Source: an optimization exercise on an open RTL-to-GDS flow (aim: small area). Production flows keep margins and buffers that such runs may drop.
Only simulation tests tie the RTL to the original design; equivalence was not proved.
No activity file was given, so power comes from the tool's default toggle rates.

==> design.v <==
`timescale 1ns / 1ps
`default_nettype none
module axis_fir_15 #
    (
        parameter integer C_S00_AXIS_TDATA_WIDTH    = 64,
        parameter integer C_M00_AXIS_TDATA_WIDTH    = 64
    )
    (
        input wire  s00_axis_aclk, s00_axis_aresetn,
        input wire  s00_axis_tlast, s00_axis_tvalid,
        input wire [C_S00_AXIS_TDATA_WIDTH-1 : 0] s00_axis_tdata,
        input wire [(C_S00_AXIS_TDATA_WIDTH/8)-1: 0] s00_axis_tstrb,
        output logic  s00_axis_tready,
        input wire  m00_axis_aclk, m00_axis_aresetn,
        input wire  m00_axis_tready,
        output logic  m00_axis_tvalid, m00_axis_tlast,
        output logic [C_M00_AXIS_TDATA_WIDTH-1 : 0] m00_axis_tdata,
        output logic [(C_M00_AXIS_TDATA_WIDTH/8)-1: 0] m00_axis_tstrb
    );
    localparam integer N = 102;      
    localparam integer AW = 41;    
    logic [31:0] xs [0:N-1];        
    logic [6:0]  cnt;               
    logic signed [AW-1:0] acc;      
    wire accept = s00_axis_tvalid & m00_axis_tready;
    assign s00_axis_tready = m00_axis_tready;
    assign m00_axis_tdata = {{(64-AW){acc[AW-1]}}, acc};
    always_ff @(posedge s00_axis_aclk) begin
        if (accept) begin
            xs[0] <= s00_axis_tdata[63:32];
            for (int i = 1; i < N; i++) xs[i] <= xs[i-1];
        end
    end
    wire signed [AW-1:0] t0 = (cnt > 7'd0) ? AW'($signed(xs[0])) : AW'(0);
    wire signed [AW-1:0] t1 = (cnt > 7'd1) ? AW'($signed(xs[1])) : AW'(0);
    wire signed [AW-1:0] t4 = (cnt > 7'd4) ? AW'($signed(xs[4])) : AW'(0);
    wire signed [AW-1:0] t10 = (cnt > 7'd10) ? AW'($signed(xs[10])) : AW'(0);
    wire signed [AW-1:0] t23 = (cnt > 7'd23) ? AW'($signed(xs[23])) : AW'(0);
    wire signed [AW-1:0] t27 = (cnt > 7'd27) ? AW'($signed(xs[27])) : AW'(0);
    wire signed [AW-1:0] t30 = (cnt > 7'd30) ? AW'($signed(xs[30])) : AW'(0);
    wire signed [AW-1:0] t33 = (cnt > 7'd33) ? AW'($signed(xs[33])) : AW'(0);
    wire signed [AW-1:0] t35 = (cnt > 7'd35) ? AW'($signed(xs[35])) : AW'(0);
    wire signed [AW-1:0] t37 = (cnt > 7'd37) ? AW'($signed(xs[37])) : AW'(0);
    wire signed [AW-1:0] t40 = (cnt > 7'd40) ? AW'($signed(xs[40])) : AW'(0);
    wire signed [AW-1:0] t42 = (cnt > 7'd42) ? AW'($signed(xs[42])) : AW'(0);
    wire signed [AW-1:0] t46 = (cnt > 7'd46) ? AW'($signed(xs[46])) : AW'(0);
    wire signed [AW-1:0] t55 = (cnt > 7'd55) ? AW'($signed(xs[55])) : AW'(0);
    wire signed [AW-1:0] t59 = (cnt > 7'd59) ? AW'($signed(xs[59])) : AW'(0);
    wire signed [AW-1:0] t61 = (cnt > 7'd61) ? AW'($signed(xs[61])) : AW'(0);
    wire signed [AW-1:0] t64 = (cnt > 7'd64) ? AW'($signed(xs[64])) : AW'(0);
    wire signed [AW-1:0] t66 = (cnt > 7'd66) ? AW'($signed(xs[66])) : AW'(0);
    wire signed [AW-1:0] t68 = (cnt > 7'd68) ? AW'($signed(xs[68])) : AW'(0);
    wire signed [AW-1:0] t71 = (cnt > 7'd71) ? AW'($signed(xs[71])) : AW'(0);
    wire signed [AW-1:0] t74 = (cnt > 7'd74) ? AW'($signed(xs[74])) : AW'(0);
    wire signed [AW-1:0] t78 = (cnt > 7'd78) ? AW'($signed(xs[78])) : AW'(0);
    wire signed [AW-1:0] t91 = (cnt > 7'd91) ? AW'($signed(xs[91])) : AW'(0);
    wire signed [AW-1:0] t97 = (cnt > 7'd97) ? AW'($signed(xs[97])) : AW'(0);
    wire signed [AW-1:0] t100 = (cnt > 7'd100) ? AW'($signed(xs[100])) : AW'(0);
    wire signed [AW-1:0] t101 = (cnt > 7'd101) ? AW'($signed(xs[101])) : AW'(0);
    wire signed [AW-1:0] delta = - 3*t0 + 2*t1 - t4 - t10 + t23 + t27 + t30 + t33 + t35 + t37 + t40 + t42 + t46 - t55 - t59 - t61 - t64 - t66 - t68 - t71 - t74 - t78 + t91 + t97 - 2*t100 + 3*t101;
    always_ff @(posedge s00_axis_aclk) begin
        if (s00_axis_aresetn == 0) begin
            m00_axis_tvalid <= 1'b0;
            acc <= '0;
            cnt <= '0;
        end else if (accept) begin
            m00_axis_tvalid <= 1'b1;
            acc <= acc + delta;
            if (cnt != 7'(N)) cnt <= cnt + 7'd1;
        end else if (m00_axis_tvalid & m00_axis_tready) begin
            m00_axis_tvalid <= 1'b0;
        end
    end
    always_ff @(posedge s00_axis_aclk) begin
        if (accept) begin
            m00_axis_tlast <= s00_axis_tlast;
            m00_axis_tstrb <= s00_axis_tstrb;
        end
    end
endmodule
`default_nettype wire
==> run.sh <==
#!/bin/bash
# synth_recipe.tcl (not shown) runs the flow's synth.tcl, then flattens the netlist and writes it again
# the make line also repeats each setting of config.mk as NAME=value (left out here)
make -C /OpenROAD-flow-scripts/flow DESIGN_CONFIG=/design/flow/config.mk WORK_HOME=/design/flow/orfs CLKGATE_MAP_FILE= SYNTH_SCRIPT=/design/flow/synth_recipe.tcl finish
==> config.mk <==
export PLATFORM = sky130hd
export DESIGN_NAME = axis_fir_15
export DESIGN_NICKNAME = axis_fir_15
export VERILOG_FILES = /design/flow/design.v
export SDC_FILE = /design/flow/constraint.sdc
export NUM_CORES = 8
export LEC_CHECK = 0
export CAP_MARGIN = 20
export CORE_MARGIN = 2
export CORE_UTILIZATION = 40
export SLEW_MARGIN = 20
==> constraint.sdc <==
create_clock -name core_clock -period 12.0 [get_ports {s00_axis_aclk}]
set_input_delay 2.4000 -clock core_clock [delete_from_list [all_inputs] [get_ports {s00_axis_aclk}]]
set_output_delay 2.4000 -clock core_clock [all_outputs]
set_load 0.01 [all_outputs]
==> run summary <==
Run status:
- The flow ran to the end and the layout has no timing, DRC or antenna violations.

CTS:
- The number of cells upsized or downsized after cts is 0.
- The clock latency reported for the late side of the worst-skew pair is 0.89 ns.
- The buffer depth of the longest clock path is 4.
- The CTS tree is done.
- The number of buffers inserted for hold repair after clock tree synthesis is 0.
- Clock tree synthesis found a total of 3322 sinks.
- CTS placed an instance of sky130_fd_sc_hd__clkbuf_16 at the clock tree root.
- The clock input transition at the sequential cells of the worst setup and hold paths is 0.06 ns.
- The clock tree synthesis step divided the H-tree into 5 levels.
- Clock tree synthesis inserted a total of 335 buffers.
- In this run the post-CTS setup repair buffer count came out at 0.

Logic synthesis:
- The instance count of the mapped netlist is 6581.
- The most used flip-flop cell after synthesis is sky130_fd_sc_hd__edfxtp_1.
- The net count after synthesis is 7717.
- The post-synthesis mux area share is 0.000164.
- In the synthesized netlist the async set-or-reset flop fraction comes to 0.
- Counting flops with a built-in enable in the synthesized netlist gives 3273.
- By area the synthesized netlist is led by sky130_fd_sc_hd__edfxtp_1, sky130_fd_sc_hd__fa_1, sky130_fd_sc_hd__inv_1.
- The simple-gate portion of the synthesized area is 0.0366.
- The flip-flop and latch count after synthesis is 3322.
- The share of the Yosys chip area taken by registers is 0.767.
- The area share of the largest cell type after synthesis is 0.759.
- In this run the mean area of a mapped cell was 19.7 um2.
- The combinational family with the most area after synthesis is adder cells.
- The number of distinct library cells after synthesis is 62.
- Yosys printed 2 warnings.
- The post-synthesis instance area is 0.129 mm2.
- The synthesized-area fraction occupied by adder cells is 0.156.
- The area fraction in compound gates after synthesis came to 0.00821.
- Of all cell types, the one taking the most synthesized area is sky130_fd_sc_hd__edfxtp_1.
- The post-synthesis share of cell area spent on xor and xnor gates is 0.00359.

Critical path:
- STA classifies the critical path startpoint as a flop.
- The required time reported for the critical path endpoint is 12.80 ns.
- Among all stages on the critical path, the largest delay is contributed by sky130_fd_sc_hd__a311oi_2.
- The data arrival time of the worst path is 11.52 ns.
- The kind of critical path is reg2reg.
- The largest driver fanout on the critical path is 14.
- The peak per-stage delay on the critical path is 0.75 ns.
- STA classifies the critical path endpoint as a flop.
- The dominant cell type by count on the critical path is sky130_fd_sc_hd__fa_1.

Route:
- Once detail routing completed, the nets flagged for antenna violations numbered 0.
- The average vias per placed instance is 4.72.
- The first-pass detailed-route iteration total is 5.
- The post-detailed-routing wire length is 252000 um.
- The number of DRC markers after the initial detailed-route iteration is 5639.
- The count of vias placed by the detailed router is 54.7k.
- The detailed-route wire length per cell is 21.7 um.
- In the routed design, unresolved DRC markers number 0.

Power and ir drop:
- Summed over all cells, the static leakage comes to 50.8 nW.
- The worst-case IR drop observed on VDD is 0.415 mV.
- Power spread over the standard cell area amounts to 231 mW/mm2.

Timing:
- The worst slew margin relative to its limit is 0.192.
- For the finished layout, the period the worst path requires is 10.73 ns.
- Setup slack closes at 1.27 ns.
- In the finished design, the share of the clock period the worst path needs comes to 0.894.
- The maximum achievable frequency is 0.0932 GHz.
- The transition time at the pin with the least slew margin is 1.21 ns.
- The final clock skew is 0.0552 ns.
- Setup violations remaining at the end of the flow were counted as 0.
- The worst hold slack across all endpoints is 0.387 ns.
- For the final routed database, the setup TNS stands at 0 ns.
- The final-report max-slew violation count was 0.
- The final number of hold-violating endpoints is 0.
- Setup repair after global routing left no endpoint under its margin.

Layout:
- Of the cells placed in the final design, the portion with a size suffix greater than 1 is 0.0834.
- From synthesis to final layout, the design area changed by 13.9%.
- The library cell used most frequently in the layout, excluding fill and tap cells, is sky130_fd_sc_hd__edfxtp_1.
- The top cell types in the final layout, fill and taps aside, are sky130_fd_sc_hd__edfxtp_1, sky130_fd_sc_hd__fa_1, sky130_fd_sc_hd__inv_1.
- The number of fill cells in the layout is 27.2k.
- The number of nets in the finished design is 8132.
- The multi-input gate area in the final layout is 0.0267 mm2.
- The sequential standard cell area is 0.0993 mm2.

Global routing:
- Summed over all layers, the global routing overflow is 0.
- The first global-routing pass estimated 376000 um of wire.
- The initial antenna violation count was 13.
- In the global route stage, overall resource usage came out at 0.153.
- The pin count of the biggest net entering global routing is 199.
- The via count of the first global-routing pass was 57.0k.

Placement:
- The congestion estimate from routability-driven global placement came to 0.836.
- The number of buffers inserted by port buffering is 119.
- Detailed placement finished with a half-perimeter wire length of 165000 um.
- The worst slack at placement is 1.25 ns.

Floorplan:
- The horizontal die dimension is 573 um.
- The initial utilization of the core area, before any placement, comes to 0.402.
- In this run the core area contains 208 standard-cell rows.
- The die boundary height is 573 um.
- In this run the count of I/O pins placed on the die edge is 154.
- The floorplan step defined a die boundary enclosing 0.328 mm2.
- The area of the placeable core is 0.322 mm2.

Min path:
- The type of the most critical hold path is reg2reg.

Flow run:
- The tool flagged a number of max-cap violations equal to 0.
-- synthesized netlist by cell type, drive strengths merged, types with 7 or more instances --
master  number
xor2        15
edfxtp    3273
clkbuf      98
nor3         8
ha         127
nand2b       7
a21o        14
xnor2       38
inv        835
a31oi        8
dfxtp       49
nand3       18
a21boi      12
a21oi       38
nor2        25
fa         930
o21ai       52
and2       272
o21bai       7
nand2      647
and3        22
buf         28
-- routing by layer --
layer | global-route usage | vias to the layer above | share of wire
met1 | 0.237 | 29200 | 0.48
met5 | 0 | - | 0
met4 | 0.0382 | 0 | 0.020
li1 | - | 23800 | -
met2 | 0.226 | 1327 | 0.45
met3 | 0.0255 | 354 | 0.053
-- cell type report --
type / count / area share
flip-flops and latches: 3322 / 0.673
multi-input cells: 2298 / 0.181
clock buffers: 416 / 0.0604
well taps: 4305 / 0.0365
inverters: 835 / 0.0213
repair buffers: 204 / 0.0139
clock inverters: 190 / 0.0136
diodes: 9 / 0.000153
-- path summary, 6_finish.rpt --
path	from	end	slack, ns	cells past startpoint
worst min register to register	xs[96][20]	xs[97][20]	0.39	0
worst max register to register	cnt[1]	acc[36]	1.27	28
worst min-delay path	xs[96][20]	xs[97][20]	0.39	0
worst max-delay path	cnt[1]	acc[36]	1.27	28
-- through the flow --
step	instance area [um2]	util	power, mW	std cells
2_1_floorplan	129000	-	20.5	6581
3_5_place_dp	136000	0.424	23.8	11000
6_report	147000	0.458	34.0	11600
4_1_cts	147000	0.458	34.4	11600
5_1_grt	147000	0.458	35.9	11600
3_3_place_gp	136000	0.424	23.7	11000
-- state kept, by name, summed over array words and instances (netlist names) --
signal / cells
xs: 3264
acc: 41
m00_axis_tstrb: 8
cnt: 7
m00_axis_tlast: 1
m00_axis_tvalid: 1
-- power by group --
| group | switching, mW | internal (mW) |
|---|---|---|
| logic | 6.36 | 3.76 |
| clock network | 4.34 | 6.06 |
| registers | 0.223 | 13.3 |
| total | 10.9 | 23.1 |
-- worst max-delay path: cells and delay by family, from the launching register on --
family,cells,cell delay (ns)
buffers and inverters,5,0.70
AOI/OAI and AO/OA,6,2.40
adders and majority gates,10,4.64
and+or+nand+nor,7,2.43
DFF,1,0.46
-- cells by family (layout without fill, tap and decap cells) --
family                     count (synthesis)  in the layout
muxes                                      2              2
xor gates and xnor gates                  53             53
DFF                                     3322           3322
adders and majority gates               1057           1057
other                                      0              9
buffers and inverters                    961           1645
AOI/OAI and AO/OA                        159            159
and+or+nand+nor                         1027           1027

-- afterwards: timing with drivers on the ports --
In the flow no input, the clock included, has a driving cell. The finished layout below was timed again as built, in two steps. Step 1 (the two cells are an assumption about what drives the block):
set clk [get_ports {s00_axis_aclk}]
set_driving_cell -lib_cell sky130_fd_sc_hd__clkbuf_16 $clk
set_driving_cell -lib_cell sky130_fd_sc_hd__buf_2 [delete_from_list [all_inputs] $clk]
Step 2, shift: input delay + t, output delay - t, t = (earliest + latest rising clock arrival at the registers) / 2. This alone moves slack from input paths to output paths. Slacks: ideal ports / drivers / drivers and shift; pairs: ideal ports / drivers.
t (ns): 0.960
setup slack, ns: 1.275 / 1.275 / 1.275
clock arrival spread, ns: 0.055 / 0.055
worst data-port slew with drivers (ns): 0.07
cell pins on the clock port's net: 1
After both steps setup and hold are still met in this run. The setup slack of this run moves by 0.000 ns with the drivers and by 0.000 ns with both steps.
